From an optimization exercise on the open Yosys and OpenROAD flow, aimed at small area, a short achievable clock period and few clock cycles per item; shortcuts taken in it are not production practice.
Only simulation tests tie the RTL to the original design; equivalence was not proved.
The clock port is modelled as an ideal driver, which makes a skipped or thinned clock tree look cheaper than it is; a real chip needs a root buffer or a tree.
Power figures rest on the tool's default switching activity, not on a simulated workload.

red:
==> flow/design.v <==
module divider (clk, quot, rem, fin, dvdend, dvsor, reset);
	output [31:0] quot;
	output [63:0] rem;
	output fin;
	input [63:0] dvdend;
	input [31:0] dvsor;
	input clk, reset;
	reg [31:0] r;     
	reg [31:0] q;     
	reg [4:0] cnt;    
	reg ld;           
	reg fin;
	reg [31:0] d;     
	wire [31:0] a = {r[30:0], q[31]};
	wire [31:0] p = a ^ ~d;
	wire [31:0] g0 = {a[31:1] & ~d[31:1], a[0] | ~d[0]};
	wire [31:0] p0 = p;
	wire g1_1 = g0[1] | (p0[1] & g0[0]);
	wire p1_1 = p0[1] & p0[0];
	wire g1_3 = g0[3] | (p0[3] & g0[2]);
	wire p1_3 = p0[3] & p0[2];
	wire g1_5 = g0[5] | (p0[5] & g0[4]);
	wire p1_5 = p0[5] & p0[4];
	wire g1_7 = g0[7] | (p0[7] & g0[6]);
	wire p1_7 = p0[7] & p0[6];
	wire g1_9 = g0[9] | (p0[9] & g0[8]);
	wire p1_9 = p0[9] & p0[8];
	wire g1_11 = g0[11] | (p0[11] & g0[10]);
	wire p1_11 = p0[11] & p0[10];
	wire g1_13 = g0[13] | (p0[13] & g0[12]);
	wire p1_13 = p0[13] & p0[12];
	wire g1_15 = g0[15] | (p0[15] & g0[14]);
	wire p1_15 = p0[15] & p0[14];
	wire g1_17 = g0[17] | (p0[17] & g0[16]);
	wire p1_17 = p0[17] & p0[16];
	wire g1_19 = g0[19] | (p0[19] & g0[18]);
	wire p1_19 = p0[19] & p0[18];
	wire g1_21 = g0[21] | (p0[21] & g0[20]);
	wire p1_21 = p0[21] & p0[20];
	wire g1_23 = g0[23] | (p0[23] & g0[22]);
	wire p1_23 = p0[23] & p0[22];
	wire g1_25 = g0[25] | (p0[25] & g0[24]);
	wire p1_25 = p0[25] & p0[24];
	wire g1_27 = g0[27] | (p0[27] & g0[26]);
	wire p1_27 = p0[27] & p0[26];
	wire g1_29 = g0[29] | (p0[29] & g0[28]);
	wire p1_29 = p0[29] & p0[28];
	wire g1_31 = g0[31] | (p0[31] & g0[30]);
	wire p1_31 = p0[31] & p0[30];
	wire g2_2 = g0[2] | (p0[2] & g1_1);
	wire p2_2 = p0[2] & p1_1;
	wire g2_3 = g1_3 | (p1_3 & g1_1);
	wire p2_3 = p1_3 & p1_1;
	wire g2_6 = g0[6] | (p0[6] & g1_5);
	wire p2_6 = p0[6] & p1_5;
	wire g2_7 = g1_7 | (p1_7 & g1_5);
	wire p2_7 = p1_7 & p1_5;
	wire g2_10 = g0[10] | (p0[10] & g1_9);
	wire p2_10 = p0[10] & p1_9;
	wire g2_11 = g1_11 | (p1_11 & g1_9);
	wire p2_11 = p1_11 & p1_9;
	wire g2_14 = g0[14] | (p0[14] & g1_13);
	wire p2_14 = p0[14] & p1_13;
	wire g2_15 = g1_15 | (p1_15 & g1_13);
	wire p2_15 = p1_15 & p1_13;
	wire g2_18 = g0[18] | (p0[18] & g1_17);
	wire p2_18 = p0[18] & p1_17;
	wire g2_19 = g1_19 | (p1_19 & g1_17);
	wire p2_19 = p1_19 & p1_17;
	wire g2_22 = g0[22] | (p0[22] & g1_21);
	wire p2_22 = p0[22] & p1_21;
	wire g2_23 = g1_23 | (p1_23 & g1_21);
	wire p2_23 = p1_23 & p1_21;
	wire g2_26 = g0[26] | (p0[26] & g1_25);
	wire p2_26 = p0[26] & p1_25;
	wire g2_27 = g1_27 | (p1_27 & g1_25);
	wire p2_27 = p1_27 & p1_25;
	wire g2_30 = g0[30] | (p0[30] & g1_29);
	wire p2_30 = p0[30] & p1_29;
	wire g2_31 = g1_31 | (p1_31 & g1_29);
	wire p2_31 = p1_31 & p1_29;
	wire g3_4 = g0[4] | (p0[4] & g2_3);
	wire p3_4 = p0[4] & p2_3;
	wire g3_5 = g1_5 | (p1_5 & g2_3);
	wire p3_5 = p1_5 & p2_3;
	wire g3_6 = g2_6 | (p2_6 & g2_3);
	wire p3_6 = p2_6 & p2_3;
	wire g3_7 = g2_7 | (p2_7 & g2_3);
	wire p3_7 = p2_7 & p2_3;
	wire g3_12 = g0[12] | (p0[12] & g2_11);
	wire p3_12 = p0[12] & p2_11;
	wire g3_13 = g1_13 | (p1_13 & g2_11);
	wire p3_13 = p1_13 & p2_11;
	wire g3_14 = g2_14 | (p2_14 & g2_11);
	wire p3_14 = p2_14 & p2_11;
	wire g3_15 = g2_15 | (p2_15 & g2_11);
	wire p3_15 = p2_15 & p2_11;
	wire g3_20 = g0[20] | (p0[20] & g2_19);
	wire p3_20 = p0[20] & p2_19;
	wire g3_21 = g1_21 | (p1_21 & g2_19);
	wire p3_21 = p1_21 & p2_19;
	wire g3_22 = g2_22 | (p2_22 & g2_19);
	wire p3_22 = p2_22 & p2_19;
	wire g3_23 = g2_23 | (p2_23 & g2_19);
	wire p3_23 = p2_23 & p2_19;
	wire g3_28 = g0[28] | (p0[28] & g2_27);
	wire p3_28 = p0[28] & p2_27;
	wire g3_29 = g1_29 | (p1_29 & g2_27);
	wire p3_29 = p1_29 & p2_27;
	wire g3_30 = g2_30 | (p2_30 & g2_27);
	wire p3_30 = p2_30 & p2_27;
	wire g3_31 = g2_31 | (p2_31 & g2_27);
	wire p3_31 = p2_31 & p2_27;
	wire g4_8 = g0[8] | (p0[8] & g3_7);
	wire p4_8 = p0[8] & p3_7;
	wire g4_9 = g1_9 | (p1_9 & g3_7);
	wire p4_9 = p1_9 & p3_7;
	wire g4_10 = g2_10 | (p2_10 & g3_7);
	wire p4_10 = p2_10 & p3_7;
	wire g4_11 = g2_11 | (p2_11 & g3_7);
	wire p4_11 = p2_11 & p3_7;
	wire g4_12 = g3_12 | (p3_12 & g3_7);
	wire p4_12 = p3_12 & p3_7;
	wire g4_13 = g3_13 | (p3_13 & g3_7);
	wire p4_13 = p3_13 & p3_7;
	wire g4_14 = g3_14 | (p3_14 & g3_7);
	wire p4_14 = p3_14 & p3_7;
	wire g4_15 = g3_15 | (p3_15 & g3_7);
	wire p4_15 = p3_15 & p3_7;
	wire g4_24 = g0[24] | (p0[24] & g3_23);
	wire p4_24 = p0[24] & p3_23;
	wire g4_25 = g1_25 | (p1_25 & g3_23);
	wire p4_25 = p1_25 & p3_23;
	wire g4_26 = g2_26 | (p2_26 & g3_23);
	wire p4_26 = p2_26 & p3_23;
	wire g4_27 = g2_27 | (p2_27 & g3_23);
	wire p4_27 = p2_27 & p3_23;
	wire g4_28 = g3_28 | (p3_28 & g3_23);
	wire p4_28 = p3_28 & p3_23;
	wire g4_29 = g3_29 | (p3_29 & g3_23);
	wire p4_29 = p3_29 & p3_23;
	wire g4_30 = g3_30 | (p3_30 & g3_23);
	wire p4_30 = p3_30 & p3_23;
	wire g4_31 = g3_31 | (p3_31 & g3_23);
	wire p4_31 = p3_31 & p3_23;
	wire g5_16 = g0[16] | (p0[16] & g4_15);
	wire p5_16 = p0[16] & p4_15;
	wire g5_17 = g1_17 | (p1_17 & g4_15);
	wire p5_17 = p1_17 & p4_15;
	wire g5_18 = g2_18 | (p2_18 & g4_15);
	wire p5_18 = p2_18 & p4_15;
	wire g5_19 = g2_19 | (p2_19 & g4_15);
	wire p5_19 = p2_19 & p4_15;
	wire g5_20 = g3_20 | (p3_20 & g4_15);
	wire p5_20 = p3_20 & p4_15;
	wire g5_21 = g3_21 | (p3_21 & g4_15);
	wire p5_21 = p3_21 & p4_15;
	wire g5_22 = g3_22 | (p3_22 & g4_15);
	wire p5_22 = p3_22 & p4_15;
	wire g5_23 = g3_23 | (p3_23 & g4_15);
	wire p5_23 = p3_23 & p4_15;
	wire g5_24 = g4_24 | (p4_24 & g4_15);
	wire p5_24 = p4_24 & p4_15;
	wire g5_25 = g4_25 | (p4_25 & g4_15);
	wire p5_25 = p4_25 & p4_15;
	wire g5_26 = g4_26 | (p4_26 & g4_15);
	wire p5_26 = p4_26 & p4_15;
	wire g5_27 = g4_27 | (p4_27 & g4_15);
	wire p5_27 = p4_27 & p4_15;
	wire g5_28 = g4_28 | (p4_28 & g4_15);
	wire p5_28 = p4_28 & p4_15;
	wire g5_29 = g4_29 | (p4_29 & g4_15);
	wire p5_29 = p4_29 & p4_15;
	wire g5_30 = g4_30 | (p4_30 & g4_15);
	wire p5_30 = p4_30 & p4_15;
	wire g5_31 = g4_31 | (p4_31 & g4_15);
	wire p5_31 = p4_31 & p4_15;
	wire [31:0] c = {g5_30, g5_29, g5_28, g5_27, g5_26, g5_25, g5_24, g5_23, g5_22, g5_21, g5_20, g5_19, g5_18, g5_17, g5_16, g4_15, g4_14, g4_13, g4_12, g4_11, g4_10, g4_9, g4_8, g3_7, g3_6, g3_5, g3_4, g2_3, g2_2, g1_1, g0[0], 1'b1};    
	wire [31:0] diff = p ^ c;
	wire nb = r[31] | g5_31;    
	always @(posedge clk) begin
		ld <= reset;
		d <= dvsor;
		if (reset) begin
			fin <= 1'b0;
			cnt <= 5'd0;
		end else if (!ld) begin
			cnt <= cnt + 5'd1;
			if (cnt == 5'd31)
				fin <= 1'b1;
		end
		if (ld) begin
			r <= dvdend[63:32];
			q <= dvdend[31:0];
		end else begin
			r <= nb ? diff : a;
			q <= {q[30:0], nb};
		end
	end
	assign quot = q;
	assign rem = {r, 32'h0};
endmodule
clock: 7.0 ns
lec_check: 0
abc_area: 1
cap_margin: 20
core_margin: 2
core_utilization: 40
setup_slack_margin: 4.5
slew_margin: 20
standard.sh (not shown) runs the stock make flow with config.mk's settings and CLKGATE_MAP_FILE= SYNTH_SCRIPT=/design/flow/synth_recipe.tcl, a recipe that flattens the netlist after the stock synthesis.
==> flow/flow/run.sh <==
#!/bin/bash
# Standard layout, with the port buffers made of the smallest buffer cell.
set -euo pipefail
export BUFFER_PORTS_ARGS="-buffer_cell sky130_fd_sc_hd__buf_1"
export SKIP_REPAIR_TIE_FANOUT=1
export RECOVER_POWER=100
bash standard.sh > standard.log 2>&1
Final checks on red, whose flow otherwise completed, came back failing, citing capacitance limit, slew limit.
Testbench counts of red, summed over its fixed seeds: cycles 108,800, items 3,200.
Relative to red, the following input files were edited for blue:
Settings: CTS_CLUSTER_DIAMETER now 200, previously not set; CTS_CLUSTER_SIZE now 40, previously not set.
-- flow/flow/run.sh --
<<< red, line 5
export SKIP_REPAIR_TIE_FANOUT=1
export RECOVER_POWER=100
bash standard.sh > standard.log 2>&1
>>> blue, line 5
export SKIP_REPAIR_TIE_FANOUT=1
bash standard.sh > standard.log 2>&1
Notes after the runs:
blue ran to completion and came out clean on the timing, DRC and antenna checks. STATUS run=red STAGES=ALL_DONE FINAL_CHECKS=FAILED CAUSE=capacitance limit, slew limit. Compared red against blue; storage element area within noise. On clock power, blue and red are neck and neck. When blue is set beside red, its depth of the critical timing path with buffers and inverters included turns out to be 3 smaller. Setup WNS red -> blue: better. Cmp blue and red / final cycle utilization of the critical path / higher: red. blue against red: area added between synthesis and finish higher; number of antenna-violating nets in the routed design roughly the same; final design area excluding fillers higher. In terms of via count of the routed design, red and blue differ only marginally. Diff red..blue | synthesized cell count | unchanged. Maximum fanout along the worst path ended up 42 lower on blue than on red.
Changes in green relative to blue:
Settings: clearing CTS_CLUSTER_SIZE, which used to be 40; clearing CTS_CLUSTER_DIAMETER, which used to be 200.
==> flow/run.sh (new file) <==
#!/bin/bash
# synth_recipe.tcl (not shown) runs the flow's synth.tcl, then flattens the netlist and writes it again
# the make line also repeats each setting of config.mk as NAME=value (left out here)
make -C /OpenROAD-flow-scripts/flow DESIGN_CONFIG=/design/flow/config.mk WORK_HOME=/design/flow/orfs CLKGATE_MAP_FILE= SYNTH_SCRIPT=/design/flow/synth_recipe.tcl finish
removed: flow/flow/run.sh
removed: flow/standard.sh
Results
- Result: PASS for each of green and blue
- Higher post-cts resize count among green and blue: green
- Compared with blue, green supports a lower clock frequency.
- green against blue: final cell area excluding filler cells +16%, number of nets in the final layout +about 2.6%.
Edits applied to the flow inputs when going from green to orange:
Settings: a change of SETUP_SLACK_MARGIN from 4.5 to 4.8; an added CTS_BUF_LIST of sky130_fd_sc_hd__clkbuf_8.
==> flow/flow/run.sh (new file) <==
#!/bin/bash
# Standard layout, with the port buffers made of the smallest buffer cell.
set -euo pipefail
export BUFFER_PORTS_ARGS="-buffer_cell sky130_fd_sc_hd__buf_1"
export SKIP_REPAIR_TIE_FANOUT=1
bash standard.sh > standard.log 2>&1
==> flow/standard.sh (new file) <==
#!/bin/bash
# synth_recipe.tcl (not shown) runs the flow's synth.tcl, then flattens the netlist and writes it again
# the make line also repeats each setting of config.mk as NAME=value (left out here)
make -C /OpenROAD-flow-scripts/flow DESIGN_CONFIG=/design/flow/config.mk WORK_HOME=/design/flow/orfs CLKGATE_MAP_FILE= SYNTH_SCRIPT=/design/flow/synth_recipe.tcl "${@:-finish}"
removed: flow/run.sh
Findings:
- Of green and orange, the run reporting the higher clock network area share was green.
- Number of clock-tree buffers in the layout ends up higher on green.
- Cell count: orange higher than green

Starts from the design.v that is shown in full above.
==> flow/config.mk <==
export PLATFORM = sky130hd
export DESIGN_NAME = divider
export DESIGN_NICKNAME = divider
export VERILOG_FILES = /design/flow/design.v
export SDC_FILE = /design/flow/constraint.sdc
export NUM_CORES = 4
export LEC_CHECK = 0
export ABC_AREA = 1
export CAP_MARGIN = 20
export CORE_MARGIN = 2
export CORE_UTILIZATION = 65
export SETUP_SLACK_MARGIN = 4.65
export SLEW_MARGIN = 20
==> flow/constraint.sdc <==
create_clock -name core_clock -period 7.0 [get_ports {clk}]
set_input_delay 1.4000 -clock core_clock [delete_from_list [all_inputs] [get_ports {clk}]]
set_output_delay 1.4000 -clock core_clock [all_outputs]
set_load 0.01 [all_outputs]
==> flow/flow/run.sh <==
#!/bin/bash
# Standard layout, with the port buffers made of the smallest buffer cell.
set -euo pipefail
export BUFFER_PORTS_ARGS="-buffer_cell sky130_fd_sc_hd__buf_1"
export SKIP_REPAIR_TIE_FANOUT=1
export PRE_CTS_TCL="$PWD/flow/pre_cts.tcl"
export MANUAL_CTS_NBUF=4
bash standard.sh > standard.log 2>&1
Other scripts of this flow, unchanged in this note and not shown: flow/flow/pre_cts.tcl
Testbench counts at the start, summed over its fixed seeds: cycles 108,800, items 3,200.
==> next run, changes <==
--- a/flow/config.mk
+++ b/flow/config.mk
@@ -10,3 +10,3 @@
 export CORE_MARGIN = 2
-export CORE_UTILIZATION = 65
+export CORE_UTILIZATION = 40
 export SETUP_SLACK_MARGIN = 4.65
After rerunning: Clock skew is about the same; register-to-register slack improved by 0.05 ns; total power rises slightly; final area is higher by a few percent; worst setup slack gains 0.051 ns; global-route usage went down by 9.4 points; combinational power stays flat.
==> next run, changes <==
==> flow/flow/run.sh (replaced) <==
#!/bin/bash
set -euo pipefail
cp -r "$FLOW_HOME/scripts" scripts_local
cp flow/abc_area.script scripts_local/abc_area.script
export SCRIPTS_DIR="$PWD/scripts_local"
export BUFFER_PORTS_ARGS="-buffer_cell sky130_fd_sc_hd__buf_1"
export SKIP_REPAIR_TIE_FANOUT=1
export PRE_CTS_TCL="$PWD/flow/pre_cts.tcl"
export MANUAL_CTS_NBUF=4
bash standard.sh > standard.log 2>&1
==> flow/flow/abc_area.script (new file) <==
strash
dch
map -B 0.9
topo
--- a/flow/config.mk
+++ b/flow/config.mk
@@ -10,3 +10,3 @@
 export CORE_MARGIN = 2
-export CORE_UTILIZATION = 40
+export CORE_UTILIZATION = 55
 export SETUP_SLACK_MARGIN = 4.65
Result:
- The new run went through all stages and came out clean
- utilization rises by 20 points
- first-iteration DRC count decreases by 10%
- hold slack loses 0.0093 ns
- setup slack improved by 0.0093 ns
- area after synthesis shrinks by 3.8%
- fmax grows by 0.42%
- via count is about the same
- global-route usage grows by 5.6 points
==> next run, changes <==
==> flow/flow/run.sh (replaced) <==
#!/bin/bash
# Standard layout, with the port buffers made of the smallest buffer cell.
set -euo pipefail
export BUFFER_PORTS_ARGS="-buffer_cell sky130_fd_sc_hd__buf_1"
export SKIP_REPAIR_TIE_FANOUT=1
export PRE_CTS_TCL="$PWD/flow/pre_cts.tcl"
export MANUAL_CTS_NBUF=4
bash standard.sh > standard.log 2>&1
--- a/flow/config.mk
+++ b/flow/config.mk
@@ -11,2 +11,3 @@
 export CORE_UTILIZATION = 55
+export PLACE_DENSITY = 0.7
 export SETUP_SLACK_MARGIN = 4.65
removed: flow/flow/abc_area.script
Result: The changed run passed the timing, DRC and antenna checks. Die area is higher by a few percent. Utilization is lower by 4.8 points. Power is lower by a few percent. Global-route usage is lower by 0.13 points. Synthesized cell count is higher by a few percent. Cell count stays flat. Final area is lower by a few percent. Maximum frequency is lower by a few percent. Sequential power is lower slightly.
==> next run, changes <==
--- a/flow/flow/run.sh
+++ b/flow/flow/run.sh
@@ -1,3 +1,8 @@
 #!/bin/bash
-# Standard layout, with the port buffers made of the smallest buffer cell.
+# The standard layout (standard.sh), with three changes:
+# - the port buffers are the smallest buffer cell (buf_1), one per port as usual;
+# - tie cells are not duplicated per load (one tie cell drives rem[31:0]);
+# - the clock tree is one level of four clkbuf_16 buffers, each driving a
+#   quarter of the flip-flops (flow/pre_cts.tcl), in place of TritonCTS's tree.
+# Each tool's full output goes to standard.log and to ORFS's own logs.
 set -euo pipefail
--- a/flow/config.mk
+++ b/flow/config.mk
@@ -11,3 +11,2 @@
 export CORE_UTILIZATION = 55
-export PLACE_DENSITY = 0.7
 export SETUP_SLACK_MARGIN = 4.65
Register-to-register slack gains 0.05 ns.
Routed wire length climbs by about 0.9%.
Synthesized cell count is unchanged.
Die area stays the same.
Final cell count is about the same.
Sequential power came out lower by about 1%.
Hold slack gains 0.0051 ns.
No run of this note takes its clock network from TritonCTS; it comes from the design's own scripts or RTL.

## static timing again, ports no longer ideal
In the flow no input, the clock included, has a driving cell. The finished layouts below were timed again as built, in two steps. Step 1: set_driving_cell puts a clkbuf_16 on clk and a buf_2 on each other input, an assumption about the parent block. Step 2 also shifts input and output timing later by t, the mid clock arrival at the registers, as if the neighbouring blocks saw the same clock. Three values: ideal ports, drivers, drivers and shift; two values: the first two.
| run | shift t [ns] | setup WS [ns] | clock arrival spread, ns | worst slew at a driven data input, ns |
|---|---|---|---|---|
| red | 0.390 | 3.277 / 3.277 / 3.277 | 0.009 / 0.009 | 0.06 |
| blue | 0.391 | 4.625 / 4.587 / 4.664 | 0.010 / 0.010 | 0.06 |
| green | 0.392 | 4.570 / 4.528 / 4.662 | 0.010 / 0.010 | 0.06 |
| orange | 0.432 | 4.702 / 4.665 / 4.767 | 0.018 / 0.018 | 0.06 |
| the first run of note 2 | 0.238 | 4.729 / 4.729 / 4.729 | 0.014 / 0.014 | 0.06 |
| the second run of note 2 | 0.243 | 4.780 / 4.703 / 4.780 | 0.012 / 0.012 | 0.06 |
| the third run of note 2 | 0.240 | 4.790 / 4.717 / 4.790 | 0.013 / 0.013 | 0.06 |
| the fourth run of note 2 | 0.245 | 4.702 / 4.702 / 4.702 | 0.016 / 0.016 | 0.05 |
| the fifth run of note 2 | 0.240 | 4.753 / 4.732 / 4.753 | 0.009 / 0.009 | 0.05 |
